Context: an optimization exercise on an open-source flow, tuned for small area. The choices shown serve that exercise and are no tape-out recipe. At most, simulation tests tie the RTL to the original design; equivalence was not proved. For runs 1 to 3, only the layout was checked, not whether the RTL still works. No activity file was given, so power comes from the tool's default toggle rates.

## design/flow/run.sh

```bash
#!/bin/bash
# synth_recipe.tcl (not shown) runs the flow's synth.tcl, then flattens the netlist and writes it again
# the make line also repeats each setting of config.mk as NAME=value (left out here)
make -C /OpenROAD-flow-scripts/flow DESIGN_CONFIG=/design/flow/config.mk WORK_HOME=/design/flow/orfs CLKGATE_MAP_FILE= SYNTH_SCRIPT=/design/flow/synth_recipe.tcl finish
```

## design/flow/config.mk

```make
export PLATFORM = sky130hd
export DESIGN_NAME = sid_top
export DESIGN_NICKNAME = sid_top
export VERILOG_FILES = /design/flow/design.v
export SDC_FILE = /design/flow/constraint.sdc
export NUM_CORES = 4
export LEC_CHECK = 0
export CAP_MARGIN = 20
export CORE_MARGIN = 2
export CORE_UTILIZATION = 40
export CTS_BUF_LIST = sky130_fd_sc_hd__clkbuf_4
export CTS_CLUSTER_DIAMETER = 40
export CTS_CLUSTER_SIZE = 8
export SLEW_MARGIN = 20
```

## design/flow/constraint.sdc

```tcl
create_clock -name core_clock -period 15.0 [get_ports {clk}]
set_input_delay 3.0000 -clock core_clock [delete_from_list [all_inputs] [get_ports {clk}]]
set_output_delay 3.0000 -clock core_clock [all_outputs]
set_load 0.01 [all_outputs]
```

## design/flow/design.v

```verilog
module SID_channels(
	input [15:0] freq1,
	input [15:0] freq2,
	input [15:0] freq3,
	input [11:0] pw1,
	input [11:0] pw2,
	input [11:0] pw3,
	input [7:0] ctrl_reg1,
	input [7:0] ctrl_reg2,
	input [7:0] ctrl_reg3,
	input [7:0] atk_dec1,
	input [7:0] atk_dec2,
	input [7:0] atk_dec3,
	input [7:0] sus_rel1,
	input [7:0] sus_rel2,
	input [7:0] sus_rel3,
	input clk,
	input clk_enable,
	input rst,
	input [2:0] clk_div,
	output reg [11:0] sample1,
	output reg [11:0] sample2,
	output reg [11:0] sample3,
	output reg [7:0] ch3_env
);
wire [1:0] curr_channel = clk_div[2:1];
reg [15:0] curr_freq;
reg [11:0] curr_pw;
reg [7:0] curr_ctrl_reg;
reg [7:0] curr_atk_dec;
reg [7:0] curr_sus_rel;
always @(*) begin
	case(curr_channel)
		0: begin
			curr_freq = freq1;
			curr_pw = pw1;
			curr_ctrl_reg = ctrl_reg1;
			curr_atk_dec = atk_dec1;
			curr_sus_rel = sus_rel1;
		end
		1: begin
			curr_freq = freq2;
			curr_pw = pw2;
			curr_ctrl_reg = ctrl_reg2;
			curr_atk_dec = atk_dec2;
			curr_sus_rel = sus_rel2;
		end
		default: begin
			curr_freq = freq3;
			curr_pw = pw3;
			curr_ctrl_reg = ctrl_reg3;
			curr_atk_dec = atk_dec3;
			curr_sus_rel = sus_rel3;
		end
	endcase
end
wire noise    = curr_ctrl_reg[7];
wire square   = curr_ctrl_reg[6];
wire sawtooth = curr_ctrl_reg[5];
wire triangle = curr_ctrl_reg[4];
wire test     = curr_ctrl_reg[3];
wire ringm    = curr_ctrl_reg[2];
wire sync     = curr_ctrl_reg[1];
wire gate     = curr_ctrl_reg[0];
wire [3:0] attack  = curr_atk_dec[7:4];
wire [3:0] decay   = curr_atk_dec[3:0];
wire [3:0] sustain = curr_sus_rel[7:4];
wire [3:0] releas  = curr_sus_rel[3:0];
reg [22:0] lfsr0, lfsr1, lfsr2;
reg [23:0] accum0, accum1, accum2;
reg [7:0]  env0, env1, env2;
reg [4:0]  expc0, expc1, expc2;
reg [14:0] envc0, envc1, envc2;
reg [1:0]  adsr0, adsr1, adsr2;
reg [2:0]  expp0, expp1, expp2;
reg rf0, rf1, rf2;
wire [22:0] c_lfsr  = rf0 ? 23'h7fffff : lfsr0;
wire [23:0] c_accum = rf0 ? 24'h555555 : accum0;
wire [7:0]  c_env   = rf0 ? 8'h00 : env0;
wire [4:0]  c_expc  = rf0 ? 5'h00 : expc0;
wire [14:0] c_envc  = rf0 ? 15'h0000 : envc0;
wire [1:0]  c_adsr  = rf0 ? 'b11 : adsr0;
wire [2:0]  c_expp  = rf0 ? 3'd0 : expp0;
reg ring_out;
reg sync_out;
wire [23:0] accum_next = c_accum + {8'h00, curr_freq};
wire lfsr_next = (c_lfsr[22] ^ c_lfsr[17]) | test;
wire [7:0] noise_sample = {c_lfsr[20], c_lfsr[18], c_lfsr[14], c_lfsr[11], c_lfsr[9], c_lfsr[5], c_lfsr[2], c_lfsr[0]};
wire pulse_sample = c_accum[23:12] >= curr_pw;
wire [11:0] saw_sample = c_accum[23:12];
wire [11:0] triangle_sample = {c_accum[22:12], 1'b0} ^ {12{c_accum[23]}} ^ {12{ringm && ring_out}};
wire [11:0] osc_sample = 
	(square ? {12{pulse_sample}} : 12'hFFF) &
	(sawtooth ? saw_sample : 12'hFFF) &
	(triangle ? triangle_sample : 12'hFFF) &
	(noise ? {noise_sample, 4'b0} : 12'hFFF);
wire [3:0] table_ptr = c_adsr == 'b01 ? attack : (c_adsr == 'b10 ? decay : releas);
reg [14:0] adsr_table;
always @(*) begin
	case(table_ptr)
	0:  adsr_table = 8;
	1:  adsr_table = 31;
	2:  adsr_table = 62;
	3:  adsr_table = 94;
	4:  adsr_table = 148;
	5:  adsr_table = 219;
	6:  adsr_table = 266;
	7:  adsr_table = 312;
	8:  adsr_table = 391;
	9:  adsr_table = 976;
	10: adsr_table = 1953;
	11: adsr_table = 3125;
	12: adsr_table = 3906;
	13: adsr_table = 11719;
	14: adsr_table = 19531;
	15: adsr_table = 31250;
	endcase
end
wire [19:0] mul_sample = osc_sample * c_env;
wire env_top = c_envc == adsr_table;
wire [23:0] n_accum = (sync && sync_out) || test ? 24'h0 : accum_next;
wire [22:0] n_lfsr = (!test && !c_accum[19] && accum_next[19]) ? {c_lfsr[21:0], lfsr_next} : c_lfsr;
reg [4:0] exp_period;
always @(*) begin
	case(c_expp)
		0: exp_period = 5'h01;
		1: exp_period = 5'h02;
		2: exp_period = 5'h04;
		3: exp_period = 5'h08;
		4: exp_period = 5'h10;
		default: exp_period = 5'h1E;
	endcase
end
wire [4:0] n_expc = c_expc == exp_period ? 5'h0 : c_expc + 5'h1;
reg [14:0] n_envc;
reg [1:0] n_adsr;
reg [7:0] n_env;
always @(*) begin
	n_envc = c_envc;
	if(c_expc == 0 || c_adsr == 'b01) n_envc = c_envc + 1;
	if(env_top) n_envc = 0;
	n_adsr = c_adsr;
	if(!gate) n_adsr = 'b11;
	n_env = c_env;
	case(c_adsr)
		'b01: begin
			if(env_top) n_env = c_env + 1;
			if(c_env == 255) n_adsr = 'b10;
		end
		'b10: begin
			if(env_top && c_env != {sustain, sustain}) n_env = c_env - 1;
		end
		'b11: begin
			if(env_top && c_env != 0) n_env = c_env - 1;
			if(gate) n_adsr = 'b01;
		end
		default: begin
		end
	endcase
end
reg [2:0] n_expp2;
always @(*) begin
	case(env2)
		8'hFF: n_expp2 = 3'd0;
		8'h5D: n_expp2 = 3'd1;
		8'h36: n_expp2 = 3'd2;
		8'h1A: n_expp2 = 3'd3;
		8'h0E: n_expp2 = 3'd4;
		8'h06: n_expp2 = 3'd5;
		8'h00: n_expp2 = 3'd0;
		default: n_expp2 = expp2;
	endcase
end
always @(*) begin
	case(clk_div)
		1, 2: ch3_env = rf1 ? 8'h00 : env1;
		3, 4: ch3_env = rf0 ? 8'h00 : env0;
		default: ch3_env = rf2 ? 8'h00 : env2;
	endcase
end
wire active = clk_enable && curr_channel != 3;
wire rotate = active && !clk_div[0];
wire upd_exp = active && clk_div[0];
always @(posedge clk) begin
	if(rst) begin
		rf0 <= 1; rf1 <= 1; rf2 <= 1;
		ring_out <= 0;
		sync_out <= 0;
		sample1 <= 0;
		sample2 <= 0;
		sample3 <= 0;
	end else begin
		if(rotate) begin
			rf0 <= rf1; rf1 <= rf2; rf2 <= 0;
			ring_out <= c_accum[23];
			sync_out <= !c_accum[23] && accum_next[23];
			case(curr_channel)
				0: sample1 <= mul_sample[19:8];
				1: sample2 <= mul_sample[19:8];
				default: sample3 <= mul_sample[19:8];
			endcase
		end
	end
end
always @(posedge clk) begin
	if(!rst) begin
		if(rotate) begin
			lfsr0 <= lfsr1; lfsr1 <= lfsr2; lfsr2 <= n_lfsr;
			accum0 <= accum1; accum1 <= accum2; accum2 <= n_accum;
			adsr0 <= adsr1; adsr1 <= adsr2; adsr2 <= n_adsr;
			expc0 <= expc1; expc1 <= expc2; expc2 <= n_expc;
			envc0 <= envc1; envc1 <= envc2; envc2 <= n_envc;
			env0 <= env1; env1 <= env2; env2 <= n_env;
			expp0 <= expp1; expp1 <= expp2; expp2 <= c_expp;
		end
		if(upd_exp) expp2 <= n_expp2;
	end
end
endmodule
module SID_filter(
	output [14:0] sample_out,
	input [11:0] sample_1,
	input [11:0] sample_2,
	input [11:0] sample_3,
	input [10:0] reg_fc,
	input [7:0] res_filt,
	input [7:0] mode_vol,
	input clk,
	input clk_enable,
	input rst,
	input [2:0] filter_step,
	output sample_ready
);
wire filt_1 = res_filt[0];
wire filt_2 = res_filt[1];
wire filt_3 = res_filt[2];
wire three_off = mode_vol[7];
wire hp = mode_vol[6];
wire bp = mode_vol[5];
wire lp = mode_vol[4];
reg [14:0] sample_buff;
assign sample_out = sample_buff;
wire [14:0] filt_in = (filt_1 ? {3'b000, sample_1} : 15'h0000) + (filt_2 ? {3'b000, sample_2} : 15'h0000) + (filt_3 ? {3'b000, sample_3} : 15'h0000);
reg [25:0] high;
reg [31:0] band;
reg [25:0] low;
reg [15:0] sample_filtered;
reg [3:0]  res_c;    
reg [10:0] fc_c;     
reg hp_c, bp_c;
reg [25:0] acc;
reg [10:0] res_lut;
always @(*) begin
	case(res_c)
		0: res_lut = 11'h5a8;
		1: res_lut = 11'h52b;
		2: res_lut = 11'h4c2;
		3: res_lut = 11'h468;
		4: res_lut = 11'h41b;
		5: res_lut = 11'h3d8;
		6: res_lut = 11'h39d;
		7: res_lut = 11'h368;
		8: res_lut = 11'h339;
		9: res_lut = 11'h30f;
		10: res_lut = 11'h2e9;
		11: res_lut = 11'h2c6;
		12: res_lut = 11'h2a7;
		13: res_lut = 11'h28a;
		14: res_lut = 11'h270;
		15: res_lut = 11'h257;
	endcase
end
reg [5:0] digit;
always @(*) begin
	case(filter_step)
		1: digit = {1'b0, reg_fc[10:6]};
		3: digit = {1'b0, res_lut[10:6]};
		4: digit = res_lut[5:0];
		5: digit = {1'b0, fc_c[10:6]};
		default: digit = fc_c[5:0];
	endcase
end
wire second = !filter_step[0];    
wire [31:0] mul_b = {band[31:26], filter_step[2] && filter_step[1] || filter_step == 5 ? high : band[25:0]};
wire [31:0] prod = (second ? {acc, 6'h00} : 32'h0) + digit * mul_b;
wire [25:0] high_next = {{4{prod[31]}}, prod[31:10]} - high;
wire [31:0] bl_in = filter_step[2] ? band : {6'h00, low};
wire [31:0] band_low_next = bl_in - {{20{prod[25]}}, prod[25:14]};
wire [15:0] sample_filtered_next = sample_filtered + (filter_step == 4 ? high_next[15:0] : band_low_next[15:0]);
assign sample_ready = filter_step == 0;
wire [14:0] sample_buff_next = sample_buff + (filter_step == 1 ? {3'b000, sample_1} : (filter_step == 2 ? {3'b000, sample_2} : (filter_step == 7 ? sample_filtered[15:1] : {3'b000, sample_3})));
always @(posedge clk) begin
	if(rst) begin
		band        <= 0;
		low         <= 0;
	end else if(clk_enable) begin
		if(!second) acc <= prod[25:0];
		case(filter_step)
			0: begin
				high <= {11'h000, filt_in, 1'b0} + low;
				res_c <= res_filt[7:4];
				sample_filtered <= 0;
				sample_buff <= 16384;
			end
			1: begin
				fc_c[5:0] <= reg_fc[5:0];
				hp_c <= hp;
				if(!filt_1) sample_buff <= sample_buff_next;
			end
			2: begin
				fc_c <= reg_fc;
				low <= band_low_next[25:0];
				if(lp) sample_filtered <= sample_filtered_next;
				if(!filt_2) sample_buff <= sample_buff_next;
			end
			3: begin
				bp_c <= bp;
				if(!filt_3 && !three_off) sample_buff <= sample_buff_next;
			end
			4: begin
				high <= high_next;
				if(hp_c) sample_filtered <= sample_filtered_next;
			end
			6: begin
				band <= band_low_next;
				if(bp_c) sample_filtered <= sample_filtered_next;
			end
			7: begin
				sample_buff <= sample_buff_next;
			end
			default: begin
			end
		endcase
	end
end
endmodule
`default_nettype none
module spi_dac_i(
	input [11:0] sample_in_1,
	input [11:0] sample_in_2,
	input clk,
	input rst,
	output reg spi_le,
	output reg spi_clk,
	output reg spi_dat_1,
	output reg spi_dat_2,
	input sample_ready
);
reg [11:0] spi_dat_buff_0;
reg [11:0] spi_dat_buff_1;
reg [4:0] counter;
wire wait_st = counter[4] && counter[3];
always @(posedge clk) begin
	if(rst) begin
		spi_le <= 1;
		spi_clk <= 0;
		spi_dat_1 <= 0;
		spi_dat_2 <= 0;
		counter <= 0;
		spi_dat_buff_0 <= 0;
		spi_dat_buff_1 <= 0;
	end else begin
		spi_le <= !wait_st;
		spi_clk <= !wait_st && counter[0];
		if(wait_st) begin
			spi_dat_buff_0 <= sample_in_1;
			spi_dat_buff_1 <= sample_in_2;
			if(sample_ready) counter <= 0;
		end else begin
			counter <= counter + 1;
			if(!counter[0]) begin
				spi_dat_1 <= spi_dat_buff_0[11];
				spi_dat_2 <= spi_dat_buff_1[11];
				spi_dat_buff_0 <= {spi_dat_buff_0[10:0], 1'b0};
				spi_dat_buff_1 <= {spi_dat_buff_1[10:0], 1'b0};
			end
		end
	end
end
endmodule
/*verilator lint_off WIDTH*/
`default_nettype none
module tt_um_rejunity_sn76489 #( parameter CHANNEL_OUTPUT_BITS = 10,
                                 parameter MASTER_OUTPUT_BITS = 8,
                                 parameter SPI_MASTER_OUTPUT_BITS = 12
) (
    input clk,
    input rst,
    input [7:0] data,
    input we,
    output [SPI_MASTER_OUTPUT_BITS-1:0] spi_master,
    input clk_enable,
    input clk_master_strobe
);
    localparam NUM_TONES = 3;
    localparam NUM_NOISES = 1;
    localparam ATTENUATION_CONTROL_BITS = 4;
    localparam FREQUENCY_COUNTER_BITS = 10;
    localparam NOISE_CONTROL_BITS = 3;
    localparam NUM_CHANNELS = NUM_TONES + NUM_NOISES;    
    reg [ATTENUATION_CONTROL_BITS-1:0]  control_attn[NUM_CHANNELS-1:0];
    reg [FREQUENCY_COUNTER_BITS-1:0]    control_tone_freq[NUM_TONES-1:0];
    reg [NOISE_CONTROL_BITS-1:0]        control_noise[NUM_NOISES-1:0];
    reg [2:0] latch_control_reg;
    reg restart_noise;
    always @(posedge clk) begin
        if (rst) begin
            control_attn[0] <= 4'b1111;
            control_attn[1] <= 4'b1111;
            control_attn[2] <= 4'b1111;
            control_attn[3] <= 4'b1111;
            control_tone_freq[0] <= 1;
            control_tone_freq[1] <= 1;
            control_tone_freq[2] <= 1;
            control_noise[0] <= 3'b100;
            latch_control_reg <= 0;
            restart_noise <= 0;
        end else if(clk_enable) begin
            restart_noise <= 0;
            if (we) begin
                if (data[7] == 1'b1) begin
                    case(data[6:4])
                        3'b000 : control_tone_freq[0][3:0] <= data[3:0];
                        3'b010 : control_tone_freq[1][3:0] <= data[3:0];
                        3'b100 : control_tone_freq[2][3:0] <= data[3:0];
                        3'b110 : 
                            begin 
                                control_noise[0] <= data[2:0];
                                restart_noise <= 1;
                            end
                        3'b001 : control_attn[0] <= data[3:0];
                        3'b011 : control_attn[1] <= data[3:0];
                        3'b101 : control_attn[2] <= data[3:0];
                        3'b111 : control_attn[3] <= data[3:0];
                        default : begin end
                    endcase
                    latch_control_reg <= data[6:4];
                end else begin
                    case(latch_control_reg)
                        3'b000 : control_tone_freq[0][9:4] <= data[5:0];
                        3'b010 : control_tone_freq[1][9:4] <= data[5:0];
                        3'b100 : control_tone_freq[2][9:4] <= data[5:0];
                        3'b001 : control_attn[0] <= data[3:0];
                        3'b011 : control_attn[1] <= data[3:0];
                        3'b101 : control_attn[2] <= data[3:0];
                        3'b111 : control_attn[3] <= data[3:0];
                        default : begin end
                    endcase
                end
            end
        end
    end
    wire                           channels [NUM_CHANNELS-1:0];
    wire [CHANNEL_OUTPUT_BITS-1:0] volumes  [NUM_CHANNELS-1:0];
    genvar i;
    generate
        for (i = 0; i < NUM_TONES; i = i + 1) begin : tone
            tone #(.COUNTER_BITS(FREQUENCY_COUNTER_BITS)) gen (
                .clk(clk),
                .enable(clk_master_strobe),
                .reset(rst),
                .compare(control_tone_freq[i]),
                .out(channels[i])
                );
        end
        for (i = 0; i < NUM_NOISES; i = i + 1) begin : noise
            noise #(.COUNTER_BITS(FREQUENCY_COUNTER_BITS)) gen (
                .clk(clk),
                .enable(clk_master_strobe),
                .reset(rst),
                .restart_noise(restart_noise),
                .control(control_noise[i]),
                .driven_by_tone(channels[NUM_TONES-1]),  
                .out(channels[NUM_TONES+i])
                );
        end
        for (i = 0; i < NUM_CHANNELS; i = i + 1) begin : chan
            attenuation #(.VOLUME_BITS(CHANNEL_OUTPUT_BITS)) attenuation (
                .in(channels[i]),
                .control(control_attn[i]),
                .out(volumes[i])
                );
        end
    endgenerate
    assign spi_master = volumes[0] + volumes[1] + volumes[2] + volumes[3];
endmodule
module attenuation #( parameter CONTROL_BITS = 4, parameter VOLUME_BITS = 14 ) (
    input  wire in,
    input  wire [CONTROL_BITS-1:0] control,
    output reg  [VOLUME_BITS-1:0] out
);
    always @(*) begin
        case(in ? control : 15)  
            0:  out = 1023;
            1:  out = 812;
            2:  out = 645;
            3:  out = 512;
            4:  out = 407;
            5:  out = 323;
            6:  out = 256;
            7:  out = 204;
            8:  out = 162;
            9:  out = 128;
            10: out = 102;
            11: out = 81;
            12: out = 64;
            13: out = 51;
            14: out = 40;
                default:
                    out = 0;
        endcase
    end
endmodule
/*verilator lint_off WIDTH*/
module noise #( parameter LFSR_BITS = 15, LFSR_TAP0 = 0, LFSR_TAP1 = 1, parameter COUNTER_BITS = 10 ) (
    input  wire clk,
    input  wire enable,
    input  wire reset,
    input  wire restart_noise,
    input  wire [2:0] control,
    input  wire driven_by_tone,
    output wire  out
);
    localparam SHIFT_RATE_0 = 16;  
    localparam SHIFT_RATE_1 = 32;  
    localparam SHIFT_RATE_2 = 64;  
    localparam SHIFT_RATE_MAX = SHIFT_RATE_2;
    wire is_white_noise = control[2];
    reg trigger;
    always @(*) begin
        case(control[1:0])
            2'b00:  trigger = counter[$clog2(SHIFT_RATE_0)];
            2'b01:  trigger = counter[$clog2(SHIFT_RATE_1)];
            2'b10:  trigger = counter[$clog2(SHIFT_RATE_2)];
            2'b11:  trigger = driven_by_tone;
        endcase
    end
    reg [$clog2(SHIFT_RATE_MAX):0] counter;
    always @(posedge clk) begin
        if (reset)
            counter <= 0;
        else
            if (enable)
                counter <= counter + 1'b1;
    end
    wire trigger_edge;
    signal_edge signal_edge(
        .clk(clk),
        .reset(reset),
        .signal(trigger),
        .on_posedge(trigger_edge)
    );
    wire reset_lfsr = reset | restart_noise;
    reg [LFSR_BITS-1:0] lfsr;
    always @(posedge clk) begin
        if (reset_lfsr)
            lfsr <= 1'b1 << (LFSR_BITS-1);
        else begin
            if (trigger_edge) begin
                if (is_white_noise) begin
                    lfsr <= {lfsr[LFSR_TAP0] ^ lfsr[LFSR_TAP1], lfsr[LFSR_BITS-1:1]};
                end else begin
                    lfsr <= {lfsr[LFSR_TAP0]                  , lfsr[LFSR_BITS-1:1]};
                end
            end
        end
    end
    assign out = lfsr[0];
endmodule
module signal_edge(
    input  wire clk,
    input  wire reset,
    input  wire signal,
    output wire on_posedge,
    output wire on_negedge,
    output wire on_edge
);
    reg previous_signal_state_0;
    reg previous_signal_state_1;
    always @(posedge clk) begin
        if (reset) begin
            previous_signal_state_0 <= 0;  
            previous_signal_state_1 <= 1;  
        end else begin
            previous_signal_state_0 <= signal;
            previous_signal_state_1 <= signal;
        end
    end
    assign on_edge    = on_posedge | on_negedge;
    assign on_posedge = (previous_signal_state_0 != signal &&  signal);
    assign on_negedge = (previous_signal_state_1 != signal && !signal);
endmodule
module tone #( parameter COUNTER_BITS = 10 ) (
    input  wire clk,
    input  wire enable,
    input  wire reset,
    input  wire [COUNTER_BITS-1:0]  compare,
    output wire out
);
    reg [COUNTER_BITS-1:0] counter;
    reg state;
    always @(posedge clk) begin
        if (reset) begin
            counter <= 1;
            state <= 0;
        end else begin
            if (enable) begin
                if (counter == 1) begin
                    counter <= compare;          
                    state <= ~state;             
                end else begin
                    counter <= counter - 1'b1;
                end
             end
        end
    end
    assign out = state;
endmodule
`default_nettype none
module sid_top(
	output DAC_clk,
	output DAC_le,
	output DAC_dat_1,
	output DAC_dat_2,
	input [5:0] addr,
	input [7:0] bus_in,
	output reg [7:0] bus_out,
	input bus_cyc,
	input bus_we,
	input clk,
	input rst
);
reg [7:0] read_res;
always @(*) begin
	case(addr)
		default: read_res = 8'h00;
		0: read_res = freq_1[7:0];
		1: read_res = freq_1[15:8];
		2: read_res = pw_1[7:0];
		3: read_res = {4'h0, pw_1[11:8]};
		4: read_res = ctrl_1;
		5: read_res = atk_dec_1;
		6: read_res = sus_rel_1;
		7: read_res = freq_2[7:0];
		8: read_res = freq_2[15:8];
		9: read_res = pw_2[7:0];
		10: read_res = {4'h0, pw_2[11:8]};
		11: read_res = ctrl_2;
		12: read_res = atk_dec_2;
		13: read_res = sus_rel_2;
		14: read_res = freq_3[7:0];
		15: read_res = freq_3[15:8];
		16: read_res = pw_3[7:0];
		17: read_res = {4'h0, pw_3[11:8]};
		18: read_res = ctrl_3;
		19: read_res = atk_dec_3;
		20: read_res = sus_rel_3;
		21: read_res = {5'h00, fc[2:0]};
		22: read_res = fc[10:3];
		23: read_res = res_filt;
		24: read_res = mode_vol;
		25: read_res = {6'h20, clk_trg};
		27: read_res = sample_3[11:4];
		28: read_res = ch3_env;
	endcase
end
reg [15:0] freq_1;
reg [11:0] pw_1;
reg [7:0]  ctrl_1;
reg [7:0]  atk_dec_1;
reg [7:0]  sus_rel_1;
reg [15:0] freq_2;
reg [11:0] pw_2;
reg [7:0]  ctrl_2;
reg [7:0]  atk_dec_2;
reg [7:0]  sus_rel_2;
reg [15:0] freq_3;
reg [11:0] pw_3;
reg [7:0]  ctrl_3;
reg [7:0]  atk_dec_3;
reg [7:0]  sus_rel_3;
reg [10:0] fc;
reg [7:0]  res_filt;
reg [7:0]  mode_vol;
wire [11:0] sample_1;
wire [11:0] sample_2;
wire [11:0] sample_3;
wire [7:0] ch3_env;
reg [1:0] clk_ctr;
reg [1:0] clk_trg;
reg [4:0] step_ctr;
wire enable = clk_trg == 0 || clk_ctr == clk_trg;
always @(posedge clk) begin
    if(rst) begin
        clk_ctr   <= 0;
        clk_trg   <= 0;
        step_ctr  <= 0;
        freq_1    <= 0;
        pw_1      <= 12'h800;
        ctrl_1    <= 0;
        atk_dec_1 <= 0;
        sus_rel_1 <= 0;
        freq_2    <= 0;
        pw_2      <= 12'h800;
        ctrl_2    <= 0;
        atk_dec_2 <= 0;
        sus_rel_2 <= 0;
        freq_3    <= 0;
        pw_3      <= 12'h800;
        ctrl_3    <= 0;
        atk_dec_3 <= 0;
        sus_rel_3 <= 0;
        fc        <= 0;
        res_filt  <= 0;
        mode_vol  <= 0;
        bus_out   <= 0;
    end else begin
        if(enable) clk_ctr <= 0;
        else clk_ctr <= clk_ctr + 1;
        if(enable) step_ctr <= step_ctr + 1;
        if(bus_cyc) bus_out <= read_res;
        if(bus_cyc && bus_we) begin
            case(addr)
                0:  freq_1[7:0]  <= bus_in;
                1:  freq_1[15:8] <= bus_in;
                2:  pw_1[7:0]    <= bus_in;
                3:  pw_1[11:8]   <= bus_in[3:0];
                4:  ctrl_1       <= bus_in;
                5:  atk_dec_1    <= bus_in;
                6:  sus_rel_1    <= bus_in;
                7:  freq_2[7:0]  <= bus_in;
                8:  freq_2[15:8] <= bus_in;
                9:  pw_2[7:0]    <= bus_in;
                10: pw_2[11:8]   <= bus_in[3:0];
                11: ctrl_2       <= bus_in;
                12: atk_dec_2    <= bus_in;
                13: sus_rel_2    <= bus_in;
                14: freq_3[7:0]  <= bus_in;
                15: freq_3[15:8] <= bus_in;
                16: pw_3[7:0]    <= bus_in;
                17: pw_3[11:8]   <= bus_in[3:0];
                18: ctrl_3       <= bus_in;
                19: atk_dec_3    <= bus_in;
                20: sus_rel_3    <= bus_in;
                21: fc[2:0]      <= bus_in[2:0];
                22: fc[10:3]     <= bus_in;
                23: res_filt     <= bus_in;
                24: mode_vol     <= bus_in;
                25: clk_trg      <= bus_in[1:0];
                default: begin
                end
            endcase
        end
    end
end
SID_channels channels(
    .freq1(freq_1),
    .freq2(freq_2),
    .freq3(freq_3),
    .pw1(pw_1),
    .pw2(pw_2),
    .pw3(pw_3),
    .ctrl_reg1(ctrl_1),
    .ctrl_reg2(ctrl_2),
    .ctrl_reg3(ctrl_3),
    .atk_dec1(atk_dec_1),
    .atk_dec2(atk_dec_2),
    .atk_dec3(atk_dec_3),
    .sus_rel1(sus_rel_1),
    .sus_rel2(sus_rel_2),
    .sus_rel3(sus_rel_3),
    .clk(clk),
    .clk_enable(enable),
    .rst(rst),
    .clk_div(step_ctr[2:0]),
    .sample1(sample_1),
    .sample2(sample_2),
    .sample3(sample_3),
    .ch3_env(ch3_env)
);
wire [14:0] full_sample_1;
wire sample_ready;
SID_filter filters(
    .sample_out(full_sample_1),
    .sample_1(sample_1),
    .sample_2(sample_2),
    .sample_3(sample_3),
    .reg_fc(fc),
    .res_filt(res_filt),
    .mode_vol(mode_vol),
    .clk(clk),
    .clk_enable(enable),
    .rst(rst),
    .filter_step(step_ctr[2:0]),
    .sample_ready(sample_ready)
);
wire [11:0] full_sample_2;
spi_dac_i spi_dac_i(
    .sample_in_1(full_sample_1[14:3]),
    .sample_in_2(full_sample_2),
    .clk(clk),
    .rst(rst),
    .spi_le(DAC_le),
    .spi_clk(DAC_clk),
    .spi_dat_1(DAC_dat_1),
    .spi_dat_2(DAC_dat_2),
    .sample_ready(sample_ready)
);
tt_um_rejunity_sn76489 tt_um_rejunity_sn76489(
    .clk(clk),
    .rst(rst),
    .data(bus_in),
    .we(bus_cyc && bus_we && addr == 31),
    .spi_master(full_sample_2),
    .clk_enable(enable),
    .clk_master_strobe(step_ctr == 0)
);
endmodule
```

==> summary.md, run 1 <==
| Metric | Value |
|---|---|
| Setup CP Type | `reg2reg` |
| Number of enable-type register cells in the synthesized netlist | `340` |
| Endpoint required time on the critical path | `~16 ns` |
| Remaining routing DRC violations | `0` |
| Signal arrival time at the worst endpoint | `roughly 13 ns` |
| Remaining max-slew budget at the tightest pin | `16.71%` |
| Clock root buffer master | `clkbuf_4` |
| Number of fillers in the final layout | `approximately 13000` |
| Flip-flop cell with the highest count after synthesis | `dfxtp_1` |
| NumNets Final | `around 6400` |
| CTS sink count | `around 800` |
| Number of DRC markers in iteration 0 | `4054` |
| Number of hold violations in the final report | `0` |
| Crit path launch type | `flop` |
| Pin count of the biggest net entering global routing | `around 200` |
| Final global-route overflow total | `0` |
| Average routed wire per standard cell | `between 20 and 25 um` |
| Number of distinct standard cells referenced by the synthesized netlist | `between 90 and 100` |
| Final setup vio count | `0` |
| Power after layout | `between 5 and 6 mW` |
| Global route hottest layer | `met2` |
| Mapped Nets | `approximately 6400` |
| Number of cells traversed by the worst hold path | `0` |
| Vias after detailed routing | `around 43000` |
| Average via count per standard cell | `between 5 and 6` |
| Clock tree from TritonCTS | `done` |
| Unrepaired setup endpoints after global routing | `false` |
| Final wirelength | `around 160 mm` |
| Number of top-level pins | `30` |
| Initial antenna violation count | `4` |
| Sum of net half-perimeters after detailed placement | `approximately 110 mm` |
| Final sum of negative setup slack | `0 ns` |
| Final period demand of the worst path | `~12 ns` |
| LEAKAGE | `~22 nW` |
| Longest Clk Path Bufs | `3` |
| Maximum achievable frequency | `approximately 84 MHz` |
| Pin slew with the least headroom to its limit | `1.245 ns` |
| Area post-placement | `~0.054 sq mm` |
| Number of levels in the clock H-tree | `4` |
| Cell Area, Synth | `0.05172 sq mm` |
| Via count of the first global-routing pass | `40950` |
| Drt pass-1 iters | `9` |
| Mapped Avg Cell Area | `8.788 sq um` |
| Number of max-cap violations | `0` |
| Number of instances in the synthesized netlist | `5885` |
| Placer's final routability congestion estimate | `0.9545` |
| Die X | `363.6 um` |
| Power Dens Cells | `between 100 and 150 mW/mm^2` |
| Fraction of registers with async set or reset after synthesis | `0%` |
| Area of all placed cells without fillers | `between 0.05 and 0.06 sq mm` |
| Global-route usage over all layers | `23.36%` |
| Count of cells resized by post-cts repair | `0` |
| Met3 capacity usage during global routing | `4.581%` |
| Met1 capacity usage during global routing | `a little under a third` |
| Total Die Area | `around 0.13 sq mm` |
| Layout cell share with drive strength beyond 1 | `~7.3%` |
| Global-route track usage on met2 | `36.82%` |
| Number of flip-flops in the largest register | `32` |
| Crit share post-route | `just under 80%` |
| Count of buffers added by post-CTS timing repair for setup | `0` |
| Worst skew pair latency | `about 1.2 ns` |
| Vertical die dimension | `between 300 and 400 um` |
| Area of the placeable core | `approximately 0.13 sq mm` |
| Hold-fix buffers, CTS | `0` |
| Outcome | `timing/DRC/antenna clean` |
| Setup clock skew after layout | `0.08960 ns` |
| Cell mode on critical path | `o21ai_0` |
| Top flop regs | `filters.band x32, tt_um_rejunity_sn76489.control_tone_freq x30, tt_um_rejunity_sn76489.tone.gen.counter x30` |
| Effective utilization at floorplan | `40.40%` |
| Number of input and output port buffers inserted | `29` |
| Fin. max-slew vios | `0` |
| CTS clk-pin slew, worst paths | `0.10 ns` |
| Slowest cell on the critical path | `dfxtp_4` |
| Area growth, synth to finish | `8.179%` |
| Number of core rows | `131` |
| Flop and latch count out of synthesis | `just under 800` |
| Critical path capture point type | `flop` |
| Inserted Clock Buffers | `150` |
| Number of routed nets with antenna violations | `0` |
| Warning count from the yosys run | `15` |
| Worst Path Max Fanout | `between 70 and 80` |
| R2r worst-path depth | `41` |
| Slowest stage delay, CP | `0.94 ns` |
| Top reg by flops | `filters.band` |
| Hold/Removal Path Class | `reg2reg` |
| Worst setup timing slack at the placement stage | `3.346 ns` |
| Largest vdd supply drop | `0.0001045 V` |
| PnR worst setup slack | `approximately 3.1 ns` |
| Global-route wire length before repair | `240.3 mm` |
| Sequential share of the synthesized area | `37.24%` |
routing by layer:
metal  part of all wire (%)  up-vias
met2                     45     1643
met1                     43    20493
li1                       -    20411
met5                      0        -
met4                    4.0        0
met3                    7.6      334
critical path, delay by kind of cell, from the launching register on:
kind	cells	cell delay, ns
flops	1	0.94
simple gates	9	1.61
xor+xnor	4	0.80
compound gates	18	4.32
buf+inv	2	0.65
fa+ha+maj	7	2.85
mux	1	0.39
cell type report:
type	count	area, sq um	share of cell area (%)
clock buffer	179	1344	2.402
multi-input combinational	4470	30210	53.99
tap	1729	2163	3.867
clock inverter	82	842.1	1.505
timing repair buffer	97	802.0	1.433
inverter	348	1306	2.335
antenna	6	15.01	0.02684
sequential	792	19270	34.44
cells by family after synthesis:
logic type / after synthesis / synth area share [%]
AOI/OAI and AO/OA: 1288 / 15.60
xor gates and xnor gates: 232 / 3.943
adders and majority gates: 508 / 15.54
buffers and inverters: 623 / 4.589
DFF: 792 / 37.24
muxes: 212 / 4.243
and+or+nand+nor: 2230 / 18.85
path summary, 6_finish.rpt:
| check | slack, ns | startpoint | endpoint |
|---|---|---|---|
| worst min-delay path | 0.36 | channels.accum1[18] | channels.accum0[18] |
| worst max-delay path | 3.13 | step_ctr[2] | filters.sample_filtered[15] |
| worst max register to register | 3.13 | step_ctr[2] | filters.sample_filtered[15] |
| worst min register to register | 0.36 | channels.accum1[18] | channels.accum0[18] |
through the flow:
| stage | hold WS [ns] | utilization [%] | cells |
|---|---|---|---|
| after floorplan | 0.4003 | - | 5885 |
| after global placement | 0.4003 | 41.96 | 7435 |
| after detailed placement | 0.4045 | 41.97 | 7435 |
| after CTS | 0.3605 | 43.68 | 7696 |
| after global routing | 0.3988 | 43.70 | 7701 |
| final | 0.3623 | 43.71 | 7703 |
power breakdown:
group	switching, mW	internal [mW]
Sequential	0.109	2.37
Clock	0.930	0.864
Combinational	0.975	0.575
synth_stat cells (all sizes together), types with 21 or more instances:
library cell / n / share of area (%)
nand4: 39 / 0.47
or2: 34 / 0.41
xnor2: 154 / 2.6
edfxtp: 340 / 20
o21bai: 38 / 0.55
nor2b: 91 / 1.1
and2: 45 / 0.55
a21o: 63 / 0.91
nand2b: 56 / 0.68
nand2: 964 / 7.0
a221oi: 27 / 0.46
a31oi: 24 / 0.33
fa: 224 / 8.7
nand3: 124 / 1.2
ha: 284 / 6.9
o21ai: 223 / 2.2
nor3: 123 / 1.2
o21a: 40 / 0.58
a21oi: 540 / 5.2
and3: 26 / 0.31
a22o: 29 / 0.49
or3: 30 / 0.36
a211oi: 55 / 0.80
xor2: 78 / 1.3
inv: 348 / 2.5
a22oi: 57 / 0.83
o22ai: 21 / 0.25
o211ai: 24 / 0.39
mux2i: 172 / 3.3
clkbuf: 235 / 1.7
buf: 40 / 0.36
nor2: 635 / 4.6
mux2: 39 / 0.87
dfxtp: 452 / 17
layout by cell type, fill, tap and decap left out, types with 179 or more instances in the layout:
cell and n:
nand2_1 964, nor2_1 629, a21oi_1 540, dfxtp_1 449, inv_1 345, edfxtp_1 340, ha_1 284, fa_1 224
o21ai_0 214, clkbuf_4 179
==> inputs of run 2 (changes only) <==
--- a/design/flow/design.v
+++ b/design/flow/design.v
@@ -242,3 +242,2 @@
 assign sample_out = sample_buff;
-wire [14:0] filt_in = (filt_1 ? {3'b000, sample_1} : 15'h0000) + (filt_2 ? {3'b000, sample_2} : 15'h0000) + (filt_3 ? {3'b000, sample_3} : 15'h0000);
 reg [25:0] high;
@@ -250,2 +249,3 @@
 reg hp_c, bp_c;
+reg f2_c, f3_c;      
 reg [25:0] acc;
@@ -285,6 +285,18 @@
 wire [31:0] prod = (second ? {acc, 6'h00} : 32'h0) + digit * mul_b;
-wire [25:0] high_next = {{4{prod[31]}}, prod[31:10]} - high;
-wire [31:0] bl_in = filter_step[2] ? band : {6'h00, low};
-wire [31:0] band_low_next = bl_in - {{20{prod[25]}}, prod[25:14]};
-wire [15:0] sample_filtered_next = sample_filtered + (filter_step == 4 ? high_next[15:0] : band_low_next[15:0]);
+wire step4 = filter_step == 4;
+wire [31:0] sub_a = step4 ? {6'h00, {4{prod[31]}}, prod[31:10]} : (filter_step[2] ? band : {6'h00, low});
+wire [31:0] sub_b = step4 ? {6'h00, high} : {{20{prod[25]}}, prod[25:14]};
+wire [31:0] sub_out = sub_a - sub_b;
+wire [25:0] high_next = sub_out[25:0];
+wire [31:0] band_low_next = sub_out;
+reg [11:0] filt_add;
+always @(*) begin
+	case(filter_step)
+		0: filt_add = filt_1 ? sample_1 : 12'h000;
+		1: filt_add = f2_c ? sample_2 : 12'h000;
+		default: filt_add = f3_c ? sample_3 : 12'h000;
+	endcase
+end
+wire [25:0] high_prep = (filter_step == 0 ? low : high) + {13'h0000, filt_add, 1'b0};
+wire [15:0] sample_filtered_next = sample_filtered + sub_out[15:0];
 assign sample_ready = filter_step == 0;
@@ -299,3 +311,5 @@
 			0: begin
-				high <= {11'h000, filt_in, 1'b0} + low;
+				high <= high_prep;
+				f2_c <= filt_2;
+				f3_c <= filt_3;
 				res_c <= res_filt[7:4];
@@ -305,2 +319,3 @@
 			1: begin
+				high <= high_prep;
 				fc_c[5:0] <= reg_fc[5:0];
@@ -310,2 +325,3 @@
 			2: begin
+				high <= high_prep;
 				fc_c <= reg_fc;
==> design/flow/flow/run.sh (new file) <==
#!/bin/bash
# The standard layout, with clock tree synthesis told not to add dummy loads
# (cells that only balance the clock tree) and to use small leaf buffers.
set -euo pipefail
export CTS_ARGS="-sink_clustering_enable -repair_clock_nets -dont_use_dummy_load -buf_list sky130_fd_sc_hd__clkbuf_4 -sink_clustering_size 8 -sink_clustering_max_diameter 40"
bash standard.sh > standard_flow.log 2>&1
==> design/flow/standard.sh (new file) <==
#!/bin/bash
# synth_recipe.tcl (not shown) runs the flow's synth.tcl, then flattens the netlist and writes it again
# the make line also repeats each setting of config.mk as NAME=value (left out here)
make -C /OpenROAD-flow-scripts/flow DESIGN_CONFIG=/design/flow/config.mk WORK_HOME=/design/flow/orfs CLKGATE_MAP_FILE= SYNTH_SCRIPT=/design/flow/synth_recipe.tcl "${@:-finish}"
==> design/flow/config.mk (replaced) <==
export PLATFORM = sky130hd
export DESIGN_NAME = sid_top
export DESIGN_NICKNAME = sid_top
export VERILOG_FILES = /design/flow/design.v
export SDC_FILE = /design/flow/constraint.sdc
export NUM_CORES = 4
export LEC_CHECK = 0
export CAP_MARGIN = 0
export CORE_MARGIN = 2
export CORE_UTILIZATION = 40
export SLEW_MARGIN = 0
removed: design/flow/run.sh
==> run 2 against run 1 <==
  * Still clean on timing, DRC and antenna
  * Clock power fell by 32%
  * Synthesized cell count fell by 3.3%
  * Critical path depth decreased by 10
  * Register-to-register slack worse by 0.13 ns
  * Core utilization down 0.90 points
  * Via count down 2.6%
  * Critical path type unchanged
  * Critical endpoint is now filters.band[31]
  * Largest power group unchanged
==> summary.md, run 2 <==
| Metric | Value |
|---|---|
| Critical path capture point type | `flop (unchanged)` |
| Initial antenna violation count | `4 (unchanged)` |
| Number of routed nets with antenna violations | `0 (unchanged)` |
| Largest vdd supply drop | `0.00007591 V (was 0.0001045 V)` |
| Outcome | `timing/DRC/antenna clean (unchanged)` |
| Worst skew pair latency | `1.12 ns (was 1.16 ns)` |
| Final period demand of the worst path | `12.00 ns (was 11.87 ns)` |
| Remaining routing DRC violations | `0 (unchanged)` |
| Final wirelength | `153.7 mm (was 156.3 mm)` |
| Number of DRC markers in iteration 0 | `4385 (was 4054)` |
| Count of buffers added by post-CTS timing repair for setup | `0 (unchanged)` |
| Worst setup timing slack at the placement stage | `3.201 ns (was 3.346 ns)` |
| Power after layout | `5.539 mW (was 5.825 mW)` |
| Placer's final routability congestion estimate | `0.9778 (was 0.9545)` |
| Slowest stage delay, CP | `0.87 ns (was 0.94 ns)` |
| Number of distinct standard cells referenced by the synthesized netlist | `86 (was 96)` |
| Post-Layout Cell Count | `7312 (was 7703)` |
| CTS clk-pin slew, worst paths | `0.09 ns (was 0.10 ns)` |
| Post-synth top area share | `20.27% (was 19.74%)` |
| Setup CP Type | `reg2reg (unchanged)` |
| Fraction of the mapped netlist area in compound gates | `15.62% (was 15.60%)` |
| Fin. max-slew vios | `0 (unchanged)` |
| Final sum of negative setup slack | `0 ns (unchanged)` |
| Mapped Avg Cell Area | `8.901 sq um (was 8.788 sq um)` |
| Setup clock skew after layout | `0.1348 ns (was 0.08960 ns)` |
| Number of input and output port buffers inserted | `29 (unchanged)` |
| Top flop regs | `filters.band x32, tt_um_rejunity_sn76489.control_tone_freq x30, tt_um_rejunity_sn76489.tone.gen.counter x30 (unchanged)` |
| Average routed wire per standard cell | `21.03 um (was 20.29 um)` |
| Total Die Area | `0.1295 sq mm (was 0.1322 sq mm)` |
| Final global-route overflow total | `0 (unchanged)` |
| Crit path launch type | `flop (unchanged)` |
| Number of core rows | `130 (was 131)` |
| Number of cells traversed by the worst hold path | `0 (unchanged)` |
| Area of all placed cells without fillers | `0.05383 sq mm (was 0.05595 sq mm)` |
| Maximum achievable frequency | `83.35 MHz (was 84.24 MHz)` |
| Number of levels in the clock H-tree | `4 (unchanged)` |
| FF-to-FF setup slack | `3.00 ns (was 3.13 ns)` |
| Area of the placeable core | `0.1257 sq mm (was 0.1280 sq mm)` |
| Slowest cell on the critical path | `o21a_1 (was dfxtp_4)` |
| CTS sink count | `794 (was 792)` |
| LEAKAGE | `21.32 nW (was 21.70 nW)` |
| Clock root buffer master | `clkbuf_4 (unchanged)` |
| Number of top-level pins | `30 (unchanged)` |
| Vertical die dimension | `359.9 um (was 363.6 um)` |
| NumNets Final | `6127 (was 6385)` |
| Number of hold violations in the final report | `0 (unchanged)` |
| Cell Area, Synth | `0.05067 sq mm (was 0.05172 sq mm)` |
| Number of max-cap violations | `0 (unchanged)` |
| Vias after detailed routing | `41751 (was 42881)` |
| Unrepaired setup endpoints after global routing | `false (unchanged)` |
| Most common library cell in the layout ignoring fill and taps | `nand2_1 (unchanged)` |
| Most numerous cell in the Yosys netlist | `nand2_1 (unchanged)` |
| Signal arrival time at the worst endpoint | `12.99 ns (was 12.70 ns)` |
| Worst Path Max Fanout | `68 (was 75)` |
| Hold/Removal Path Class | `reg2reg (unchanged)` |
| Fraction of registers with async set or reset after synthesis | `0% (unchanged)` |
| Via count of the first global-routing pass | `39649 (was 40950)` |
| Layout cell share with drive strength beyond 1 | `6.282% (was 7.255%)` |
| Number of enable-type register cells in the synthesized netlist | `342 (was 340)` |
| Area growth, synth to finish | `6.220% (was 8.179%)` |
| Average via count per standard cell | `5.710 (was 5.567)` |
| Leading area contributor after synthesis | `edfxtp_1 (unchanged)` |
| Remaining max-slew budget at the tightest pin | `14.54% (was 16.71%)` |
| Number of instances in the synthesized netlist | `5693 (was 5885)` |
| Dominant combinational cell family by area after synthesis | `simple AND/OR/NAND/NOR gates (unchanged)` |
| Pin count of the biggest net entering global routing | `206 (was 203)` |
| Power Dens Cells | `102.9 mW/mm^2 (was 104.1 mW/mm^2)` |
| Synth area leaders | `edfxtp_1 20%, dfxtp_1 18%, fa_1 8.3% (was edfxtp_1 20%, dfxtp_1 17%, fa_1 8.7%)` |
| Count of cells resized by post-cts repair | `0 (unchanged)` |
| Final setup vio count | `0 (unchanged)` |
| Hold-fix buffers, CTS | `0 (unchanged)` |
| Crit share post-route | `79.99% (was 79.14%)` |
| Endpoint required time on the critical path | `15.99 ns (was 15.83 ns)` |
| Mux share of post-synthesis cell area | `5.580% (was 4.243%)` |
| Utilization after layout | `42.81% (was 43.71%)` |
| Pin slew with the least headroom to its limit | `1.272 ns (was 1.245 ns)` |
| Die X | `359.9 um (was 363.6 um)` |
| Top reg by flops | `filters.band (unchanged)` |
| PnR worst setup slack | `3.002 ns (was 3.129 ns)` |
| Global-route usage over all layers | `23.19% (was 23.36%)` |
| Simple-gate share of the synthesized area | `18.18% (was 18.85%)` |
| Dpl cells | `7155 (was 7435)` |
| Inserted Clock Buffers | `146 (was 150)` |
| Number of flip-flops in the largest register | `32 (unchanged)` |
| Global-route wire length before repair | `236.7 mm (was 240.3 mm)` |
| Arithmetic-cell share of the synthesized area counting full adders, half adders and majority gates | `14.37% (was 15.54%)` |
| Effective utilization at floorplan | `40.30% (was 40.40%)` |
| Worst hold slack across all endpoints | `0.3739 ns (was 0.3623 ns)` |
| Flip-flop cell with the highest count after synthesis | `dfxtp_1 (unchanged)` |
| Clock tree from TritonCTS | `done (unchanged)` |
| List of most frequent post-synthesis cells | `815 x nand2_1, 665 x nor2_1, 517 x a21oi_1 (was 964 x nand2_1, 634 x nor2_1, 540 x a21oi_1)` |
| Drt pass-1 iters | `9 (unchanged)` |
| R2r worst-path depth | `31 (was 41)` |
| Sum of net half-perimeters after detailed placement | `110.1 mm (was 111.6 mm)` |
| Longest Clk Path Bufs | `3 (unchanged)` |
| Flop and latch count out of synthesis | `794 (was 792)` |
| Mapped Nets | `6167 (was 6411)` |
| Sequential share of the synthesized area | `38.12% (was 37.24%)` |
| Post-synthesis share of cell area spent on xor and xnor gates | `3.491% (was 3.943%)` |
| Warning count from the yosys run | `15 (unchanged)` |
| Area post-placement | `0.05270 sq mm (was 0.05373 sq mm)` |
| Commonest non-fill, non-tap cells in the layout | `815 x nand2_1, 662 x nor2_1, 516 x a21oi_1, 449 x dfxtp_1, 342 x edfxtp_1 (was 964 x nand2_1, 629 x nor2_1, 540 x a21oi_1, 449 x dfxtp_1, 345 x inv_1)` |
## run 2: metal layers
metal	track usage (%)	vias up	share of wire (%)	routed length [um]
met2	35.97	1570	45	68530
met3	4.369	339	7.7	11770
met4	9.326	0	3.8	5839
met1	31.80	19993	44	67600
li1	-	19849	-	-
met5	0	-	0	0
## run 2: path summary, 6_finish.rpt
check	startpoint	endpoint
max	step_ctr[2]	filters.band[31]
min reg2reg	channels.expc1[1]	channels.expc0[1]
max reg2reg	step_ctr[2]	filters.band[31]
min	channels.expc1[1]	channels.expc0[1]
## run 2: power by group
group          total, mW  internal, mW  switching [mW]  leakage [nW]
clock               1.22         0.444           0.776         0.672
combinational       1.78         0.645            1.13          13.8
sequential          2.54          2.41           0.127          6.80
total               5.54          3.50            2.04          21.3
## run 2: logic make-up after synthesis
kind of cell,count (synthesis)
compound gates,1251
mux,278
simple gates,2100
fa+ha+maj,456
buf+inv,612
flops,794
xor+xnor,202
## run 2: worst max-delay path, delay by kind of cell, from the launching register on
kind                       cells  cell delay, ns
xor gates and xnor gates       1            0.56
AOI/OAI and AO/OA             15            4.94
adders and majority gates      6            2.61
and+or+nand+nor                7            2.83
buffers and inverters          2            0.10
DFF                            1            0.85
## run 2: final cells by class
class,instances,area (sq um)
fillers,12447,71910
well taps,1650,2064
inverters,295,1107
repair buffers,129,1056
flip-flops and latches,794,19330
diodes,11,27.53
multi-input cells,4287,29140
clock buffers,146,1096
==> inputs of run 3 (changes only) <==
--- a/design/flow/config.mk
+++ b/design/flow/config.mk
@@ -7,5 +7,5 @@
 export LEC_CHECK = 0
-export CAP_MARGIN = 0
+export CAP_MARGIN = 20
 export CORE_MARGIN = 2
 export CORE_UTILIZATION = 40
-export SLEW_MARGIN = 0
+export SLEW_MARGIN = 20
==> run 3 against run 2 <==
  * Now fails the layout checks on max-slew violations
  * Synthesized area stayed put
  * Maximum frequency is 0.78% higher
  * Clock skew is 0.019 ns lower
  * First-iteration DRC count is 0.96% higher
  * Critical path type unchanged
  * Critical endpoint unchanged
==> summary.md, run 3 <==
| Metric | Value |
|---|---|
| Outcome | `failed layout checks (was timing/DRC/antenna clean)` |
| Violated Checks | `max-slew violations` |
| Worst Path Max Fanout | `68 (unchanged)` |
| Commonest non-fill, non-tap cells in the layout | `815 x nand2_1, 662 x nor2_1, 516 x a21oi_1, 449 x dfxtp_1, 342 x edfxtp_1 (unchanged)` |
| Number of flip-flops in the largest register | `32 (unchanged)` |
| Number of routed nets with antenna violations | `0 (unchanged)` |
| Total Die Area | `0.1295 sq mm (unchanged)` |
| Longest Clk Path Bufs | `3 (unchanged)` |
| Number of max-cap violations | `0 (unchanged)` |
| Mapped Avg Cell Area | `8.901 sq um (unchanged)` |
| Fin. max-slew vios | `30 (was 0)` |
| Final period demand of the worst path | `11.91 ns (was 12.00 ns)` |
| Unrepaired setup endpoints after global routing | `false (unchanged)` |
| Sequential share of power | `45.7% (was 45.8%)` |
| Die X | `359.9 um (unchanged)` |
| Leading area contributor after synthesis | `edfxtp_1 (unchanged)` |
| Number of enable-type register cells in the synthesized netlist | `342 (unchanged)` |
| Final global-route overflow total | `0 (unchanged)` |
| Global-route wire length before repair | `237.7 mm (was 236.7 mm)` |
| Pin count of the biggest net entering global routing | `206 (unchanged)` |
| Flip-flop cell with the highest count after synthesis | `dfxtp_1 (unchanged)` |
| PnR worst setup slack | `3.094 ns (was 3.002 ns)` |
| Number of top-level pins | `30 (unchanged)` |
| Average routed wire per standard cell | `21.09 um (was 21.03 um)` |
| Area of the placeable core | `0.1257 sq mm (unchanged)` |
| Signal arrival time at the worst endpoint | `12.86 ns (was 12.99 ns)` |
| Worst setup timing slack at the placement stage | `3.157 ns (was 3.201 ns)` |
| Slowest stage delay, CP | `0.85 ns (was 0.87 ns)` |
| Relative contribution of combinational cells to total power | `32.1% (about the same)` |
| Clock tree from TritonCTS | `done (unchanged)` |
| Crit path launch type | `flop (unchanged)` |
| Cell Area, Synth | `0.05067 sq mm (unchanged)` |
| Final setup vio count | `0 (unchanged)` |
| Mapped Nets | `6167 (unchanged)` |
| Top reg by flops | `filters.band (unchanged)` |
| Number of DRC markers in iteration 0 | `4427 (was 4385)` |
| Via count of the first global-routing pass | `39658 (was 39649)` |
| Drt pass-1 iters | `6 (was 9)` |
| Post-synth top area share | `20.27% (unchanged)` |
| Top flop regs | `filters.band x32, tt_um_rejunity_sn76489.control_tone_freq x30, tt_um_rejunity_sn76489.tone.gen.counter x30 (unchanged)` |
| Number of levels in the clock H-tree | `4 (unchanged)` |
| Final wirelength | `154.2 mm (was 153.7 mm)` |
| Fraction of registers with async set or reset after synthesis | `0% (unchanged)` |
| Worst path buffer plus inverter count | `3 (was 2)` |
| Most numerous cell in the Yosys netlist | `nand2_1 (unchanged)` |
| Number of instances in the synthesized netlist | `5693 (unchanged)` |
| Effective utilization at floorplan | `40.30% (unchanged)` |
| LEAKAGE | `21.33 nW (was 21.32 nW)` |
| Count of buffers added by post-CTS timing repair for setup | `0 (unchanged)` |
| Most common library cell in the layout ignoring fill and taps | `nand2_1 (unchanged)` |
| Hold/Removal Path Class | `reg2reg (unchanged)` |
| Synth area leaders | `edfxtp_1 20%, dfxtp_1 18%, fa_1 8.3% (unchanged)` |
| Remaining max-slew budget at the tightest pin | `-0.4438% (was 14.54%)` |
| Vias after detailed routing | `41999 (was 41751)` |
| Number of distinct standard cells referenced by the synthesized netlist | `86 (unchanged)` |
| Sum of net half-perimeters after detailed placement | `110.1 mm (about the same)` |
| Worst skew pair latency | `1.14 ns (was 1.12 ns)` |
| Clock share of power | `22.3% (was 22.0%)` |
| Flop and latch count out of synthesis | `794 (unchanged)` |
| Final sum of negative setup slack | `0 ns (unchanged)` |
| Global-route usage over all layers | `23.27% (was 23.19%)` |
| Remaining routing DRC violations | `0 (unchanged)` |
| Area of all placed cells without fillers | `0.05386 sq mm (was 0.05383 sq mm)` |
| Slowest cell on the critical path | `and2_0 (was o21a_1)` |
| Placer's final routability congestion estimate | `0.9778 (unchanged)` |
| Number of core rows | `130 (unchanged)` |
| Top delay family on crit path | `compound AO/OA/AOI/OAI gates (unchanged)` |
| Crit share post-route | `79.37% (was 79.99%)` |
| Inserted Clock Buffers | `147 (was 146)` |
| NumNets Final | `6129 (was 6127)` |
| Net switching share of the total power | `36.95% (was 36.79%)` |
| Number of input and output port buffers inserted | `29 (unchanged)` |
| Setup clock skew after layout | `0.1154 ns (was 0.1348 ns)` |
| List of most frequent post-synthesis cells | `815 x nand2_1, 665 x nor2_1, 517 x a21oi_1 (unchanged)` |
| Maximum achievable frequency | `83.99 MHz (was 83.35 MHz)` |
| Setup CP Type | `reg2reg (unchanged)` |
| Area growth, synth to finish | `6.287% (was 6.220%)` |
| Sequential share of the synthesized area | `38.12% (unchanged)` |
| Number of fillers in the final layout | `12493 (was 12447)` |
| Endpoint required time on the critical path | `15.96 ns (was 15.99 ns)` |
| Pin slew with the least headroom to its limit | `1.507 ns (was 1.272 ns)` |
| Initial antenna violation count | `6 (was 4)` |
| Vertical die dimension | `359.9 um (unchanged)` |
| Hold-fix buffers, CTS | `0 (unchanged)` |
| Largest vdd supply drop | `0.00009327 V (was 0.00007591 V)` |
| CTS clk-pin slew, worst paths | `0.09 ns (about the same)` |
| Warning count from the yosys run | `15 (unchanged)` |
| Layout cell share with drive strength beyond 1 | `6.386% (was 6.282%)` |
| Area post-placement | `0.05271 sq mm (was 0.05270 sq mm)` |
| Clock root buffer master | `clkbuf_4 (unchanged)` |
| Count of cells resized by post-cts repair | `0 (unchanged)` |
| Average via count per standard cell | `5.744 (was 5.710)` |
| Total internal power | `3.505 mW (was 3.501 mW)` |
| Switching power | `2.054 mW (was 2.038 mW)` |
| Power Dens Cells | `103.2 mW/mm^2 (was 102.9 mW/mm^2)` |
| Number of hold violations in the final report | `0 (unchanged)` |
| CTS sink count | `794 (unchanged)` |
| Critical path capture point type | `flop (unchanged)` |
-- run 3: cell families (layout without fill, tap and decap cells) --
group                    Yosys count  after routing  share of synthesized area (%)
AO/OA/AOI/OAI                   1251           1251                          15.62
buffers and inverters            612            572                          4.632
AND/OR/NAND/NOR                 2100           2100                          18.18
flip-flops                       794            794                          38.12
other                              0              9                              0
XOR/XNOR                         202            202                          3.491
adder cells (fa/ha/maj)          456            456                          14.37
multiplexers                     278            278                          5.580
-- run 3: cell type report --
class | count | area, sq um | share of cell area, %
repair buffers | 130 | 1064 | 1.975
well taps | 1650 | 2064 | 3.833
clock buffers | 147 | 1104 | 2.049
multi-input cells | 4287 | 29170 | 54.16
inverters | 295 | 1107 | 2.056
flip-flops and latches | 794 | 19330 | 35.89
diodes | 9 | 22.52 | 0.04182
-- run 3: final timing paths --
kind                            slack (ns)                from  depth (start not counted)                 end
worst max-delay path                  3.09         step_ctr[2]                         32    filters.band[31]
worst min-delay path                  0.34  channels.lfsr1[10]                          0  channels.lfsr0[10]
worst max register to register        3.09         step_ctr[2]                         32    filters.band[31]
worst min register to register        0.34  channels.lfsr1[10]                          0  channels.lfsr0[10]
-- run 3: per-layer routing --
layer  global-route usage, %  wire, um  vias to the layer above
met1                   31.86     67370                    20183
met5                       0        25                        -
met3                   4.334     12410                      360
met4                   9.730      6037                        4
met2                   36.00     68390                     1609
li1                        -         -                    19843
-- run 3: per-stage QoR --
stage | hold WS, ns | utilization, % | cells | power (mW)
6_report | 0.3427 | 42.84 | 7312 | 5.559
5_1_grt | 0.3593 | 42.83 | 7310 | 5.907
4_1_cts | 0.3383 | 42.80 | 7302 | 5.593
3_5_place_dp | 0.4045 | 41.92 | 7155 | 4.343
3_3_place_gp | 0.4001 | 41.92 | 7155 | 4.315
2_1_floorplan | 0.4003 | - | 5693 | 3.867
-- run 3: power by group through the flow --
stage	clock network (mW)	logic, mW	registers, mW
detailed placement	0	1.76	2.58
finish	1.24	1.78	2.54
global placement	0	1.73	2.58
floorplan	0	1.33	2.53
CTS	1.28	1.77	2.54
global route	1.36	1.99	2.56
==> inputs of run 4 (changes only) <==
--- a/design/flow/design.v
+++ b/design/flow/design.v
@@ -240,4 +240,4 @@
 wire lp = mode_vol[4];
-reg [14:0] sample_buff;
-assign sample_out = sample_buff;
+reg [15:0] sample_acc;
+assign sample_out = sample_acc[15:1];
 reg [25:0] high;
@@ -245,6 +245,5 @@
 reg [25:0] low;
-reg [15:0] sample_filtered;
 reg [3:0]  res_c;    
 reg [10:0] fc_c;     
-reg hp_c, bp_c;
+reg hp_c, lp_c, bp_c;
 reg f2_c, f3_c;      
@@ -300,5 +299,14 @@
 wire [25:0] high_prep = (filter_step == 0 ? low : high) + {13'h0000, filt_add, 1'b0};
-wire [15:0] sample_filtered_next = sample_filtered + sub_out[15:0];
+reg [15:0] acc_add;
+always @(*) begin
+	case(filter_step)
+		1: acc_add = {3'b000, sample_1, 1'b0};
+		2: acc_add = {3'b000, sample_2, 1'b0};
+		3: acc_add = {3'b000, sample_3, 1'b0};
+		5: acc_add = low[15:0];
+		default: acc_add = sub_out[15:0];
+	endcase
+end
+wire [15:0] sample_acc_next = sample_acc + acc_add;
 assign sample_ready = filter_step == 0;
-wire [14:0] sample_buff_next = sample_buff + (filter_step == 1 ? {3'b000, sample_1} : (filter_step == 2 ? {3'b000, sample_2} : (filter_step == 7 ? sample_filtered[15:1] : {3'b000, sample_3})));
 always @(posedge clk) begin
@@ -315,4 +323,3 @@
 				res_c <= res_filt[7:4];
-				sample_filtered <= 0;
-				sample_buff <= 16384;
+				sample_acc <= 16'h8000;
 			end
@@ -322,3 +329,3 @@
 				hp_c <= hp;
-				if(!filt_1) sample_buff <= sample_buff_next;
+				if(!filt_1) sample_acc <= sample_acc_next;
 			end
@@ -328,4 +335,4 @@
 				low <= band_low_next[25:0];
-				if(lp) sample_filtered <= sample_filtered_next;
-				if(!filt_2) sample_buff <= sample_buff_next;
+				lp_c <= lp;
+				if(!filt_2) sample_acc <= sample_acc_next;
 			end
@@ -333,3 +340,3 @@
 				bp_c <= bp;
-				if(!filt_3 && !three_off) sample_buff <= sample_buff_next;
+				if(!filt_3 && !three_off) sample_acc <= sample_acc_next;
 			end
@@ -337,3 +344,3 @@
 				high <= high_next;
-				if(hp_c) sample_filtered <= sample_filtered_next;
+				if(hp_c) sample_acc <= sample_acc_next;
 			end
@@ -341,6 +348,6 @@
 				band <= band_low_next;
-				if(bp_c) sample_filtered <= sample_filtered_next;
+				if(bp_c) sample_acc <= sample_acc_next;
 			end
-			7: begin
-				sample_buff <= sample_buff_next;
+			5: begin
+				if(lp_c) sample_acc <= sample_acc_next;
 			end
--- a/design/flow/config.mk
+++ b/design/flow/config.mk
@@ -7,5 +7,5 @@
 export LEC_CHECK = 0
-export CAP_MARGIN = 20
+export CAP_MARGIN = 10
 export CORE_MARGIN = 2
 export CORE_UTILIZATION = 40
-export SLEW_MARGIN = 20
+export SLEW_MARGIN = 10
==> run 4 against run 3 <==
  * Now clean on timing, DRC and antenna
  * Non-clock buffer count fell by 27
  * Sequential power barely moved
  * Core utilization fell by 0.21 points
==> summary.md, run 4 <==
| Metric | Value |
|---|---|
| Layout cell share with drive strength beyond 1 | `5.975% (was 6.386%)` |
| Unrepaired setup endpoints after global routing | `false (unchanged)` |
| Number of input and output port buffers inserted | `29 (unchanged)` |
| Post-synth top area share | `19.80% (was 20.27%)` |
| Critical path capture point type | `flop (unchanged)` |
| Average routed wire per standard cell | `20.83 um (was 21.09 um)` |
| Top reg by flops | `filters.band (unchanged)` |
| Remaining max-slew budget at the tightest pin | `12.01% (was -0.4438%)` |
| Global-route usage over all layers | `23.32% (was 23.27%)` |
| Signal arrival time at the worst endpoint | `13.47 ns (was 12.86 ns)` |
| Setup clock skew after layout | `0.1322 ns (was 0.1154 ns)` |
| Maximum achievable frequency | `79.51 MHz (was 83.99 MHz)` |
| Most common library cell in the layout ignoring fill and taps | `nand2_1 (unchanged)` |
| Global-route wire length before repair | `233.3 mm (was 237.7 mm)` |
| Dominant combinational cell family by area after synthesis | `simple AND/OR/NAND/NOR gates (unchanged)` |
| Pin slew with the least headroom to its limit | `1.312 ns (was 1.507 ns)` |
| Hold/Removal Path Class | `reg2reg (unchanged)` |
| Clock tree from TritonCTS | `done (unchanged)` |
| Arithmetic-cell share of the synthesized area counting full adders, half adders and majority gates | `14.25% (was 14.37%)` |
| List of most frequent post-synthesis cells | `886 x nand2_1, 636 x nor2_1, 543 x a21oi_1 (was 815 x nand2_1, 665 x nor2_1, 517 x a21oi_1)` |
| Total Die Area | `0.1272 sq mm (was 0.1295 sq mm)` |
| Fraction of registers with async set or reset after synthesis | `0% (unchanged)` |
| Warning count from the yosys run | `15 (unchanged)` |
| Number of flip-flops in the largest register | `32 (unchanged)` |
| Hold-fix buffers, CTS | `0 (unchanged)` |
| Remaining routing DRC violations | `0 (unchanged)` |
| Placer's final routability congestion estimate | `1.009 (was 0.9778)` |
| Flop and latch count out of synthesis | `780 (was 794)` |
| Number of max-cap violations | `0 (unchanged)` |
| Outcome | `timing/DRC/antenna clean (was failed layout checks)` |
| Fraction of the mapped netlist area in compound gates | `16.05% (was 15.62%)` |
| Worst skew pair latency | `1.11 ns (was 1.14 ns)` |
| Post-synthesis share of cell area spent on xor and xnor gates | `3.451% (was 3.491%)` |
| Slowest stage delay, CP | `0.83 ns (was 0.85 ns)` |
| Number of DRC markers in iteration 0 | `3972 (was 4427)` |
| Area growth, synth to finish | `5.928% (was 6.287%)` |
| Largest vdd supply drop | `0.00008675 V (was 0.00009327 V)` |
| Die X | `356.7 um (was 359.9 um)` |
| Mux share of post-synthesis cell area | `4.779% (was 5.580%)` |
| Via count of the first global-routing pass | `39194 (was 39658)` |
| Sequential share of the synthesized area | `37.99% (was 38.12%)` |
| Leading area contributor after synthesis | `edfxtp_1 (unchanged)` |
| Area of the placeable core | `0.1236 sq mm (was 0.1257 sq mm)` |
| Final global-route overflow total | `0 (unchanged)` |
| Crit share post-route | `83.85% (was 79.37%)` |
| FF+latch area | `0.01891 sq mm (was 0.01933 sq mm)` |
| Inserted Clock Buffers | `147 (unchanged)` |
| Number of enable-type register cells in the synthesized netlist | `328 (was 342)` |
| LEAKAGE | `20.56 nW (was 21.33 nW)` |
run 4: changes by cell type in the layout (fill, tap and decap cells not counted), moves of 21 or more:
cell,previous run,this run
nand2_1,815,886
nor4_1,32,10
nor2_1,662,635
o211ai_1,36,15
a21oi_1,516,542
buf_4,99,72
mux2i_1,251,203
run 4: final timing paths:
kind / startpoint / to / slack, ns / cells past startpoint
max: step_ctr[1] / filters.band[30] / 2.42 / 37
min reg2reg: channels.lfsr1[8] / channels.lfsr0[8] / 0.34 / 0
min: channels.lfsr1[8] / channels.lfsr0[8] / 0.34 / 0
max reg2reg: step_ctr[1] / filters.band[30] / 2.42 / 37
run 4: cells by family (layout without fill, tap and decap cells):
kind of cell / count (synthesis) / count (layout)
buffers and inverters: 586 / 532
other: 0 / 6
multiplexers: 231 / 231
flip-flops: 780 / 780
AND/OR/NAND/NOR: 2142 / 2142
AO/OA/AOI/OAI: 1268 / 1268
XOR/XNOR: 196 / 196
adder cells (fa/ha/maj): 441 / 441
run 4: worst max-delay path: cells and delay by family (launching register included):
kind / cells / cell delay (ns)
compound gates: 18 / 5.39
fa+ha+maj: 7 / 2.93
simple gates: 6 / 2.09
buf+inv: 5 / 1.04
flops: 1 / 0.83
xor+xnor: 1 / 0.10
run 4: layout make-up:
type                    instances  share of cell area, %
flip-flops and latches        780                  35.88
diodes                          6                0.02849
multi-input cells            4278                  54.44
well taps                    1637                  3.887
inverters                     282                  2.009
repair buffers                103                  1.662
clock buffers                 147                  2.094
run 4: layer usage:
| layer | routed length (um) | track usage (%) | share of wire (%) | vias up |
|---|---|---|---|---|
| li1 | - | - | - | 19544 |
| met1 | 67630 | 32.25 | 45 | 19572 |
| met2 | 66130 | 35.57 | 44 | 1560 |
| met3 | 10860 | 4.609 | 7.2 | 336 |
| met4 | 6019 | 9.731 | 4.0 | 2 |
| met5 | 13 | 0 | 0.0086 | - |
run 4: where the power goes:
| group | total, mW | switching, mW | internal, mW | leakage (nW) |
|---|---|---|---|---|
| clock | 1.21 | 0.766 | 0.446 | 0.676 |
| sequential | 2.55 | 0.155 | 2.39 | 6.67 |
| combinational | 1.72 | 1.09 | 0.627 | 13.2 |
run 4: metrics by stage:
| step | hold WS, ns | util, % | setup slack, ns | cell area (sq um) | total power, mW |
|---|---|---|---|---|---|
| detailed placement | 0.4045 | 41.71 | 2.808 | 51570 | 4.287 |
| floorplan | 0.4003 | - | 1.636 | 49750 | 3.823 |
| finish | 0.3448 | 42.62 | 2.423 | 52700 | 5.478 |
| global placement | 0.4006 | 41.71 | 2.960 | 51570 | 4.262 |
| global route | 0.3650 | 42.62 | 1.572 | 52700 | 5.827 |
| CTS | 0.3315 | 42.60 | 2.674 | 52670 | 5.508 |

port drivers added, routing unchanged:
The results above use ideal ports. As a check the final layouts listed here were re-extracted and re-timed, cells and wires unchanged.
Step 1 (the two cells are an assumption about what drives the block):
set clk [get_ports {clk}]
set_driving_cell -lib_cell sky130_fd_sc_hd__clkbuf_16 $clk
set_driving_cell -lib_cell sky130_fd_sc_hd__buf_2 [delete_from_list [all_inputs] $clk]
Step 2 moves the port delays by t, midway between the first and last clock arrival at a register: inputs arrive t later, outputs are due t later. That takes back most of the time a late clock gives input paths.
Slacks: no drivers / after step 1 / after step 2; pairs: no drivers / after step 1.
run	t, ns	setup slack, ns	latest minus earliest clock arrival (ns)	worst data-port slew with drivers (ns)
run 1	1.185	3.129 / 3.129 / 3.129	0.097 / 0.098	0.05
run 2	1.111	3.002 / 3.002 / 3.002	0.172 / 0.173	0.19
run 3	1.152	3.094 / 3.094 / 3.094	0.134 / 0.134	0.18
run 4	1.126	2.423 / 2.423 / 2.423	0.147 / 0.147	0.19
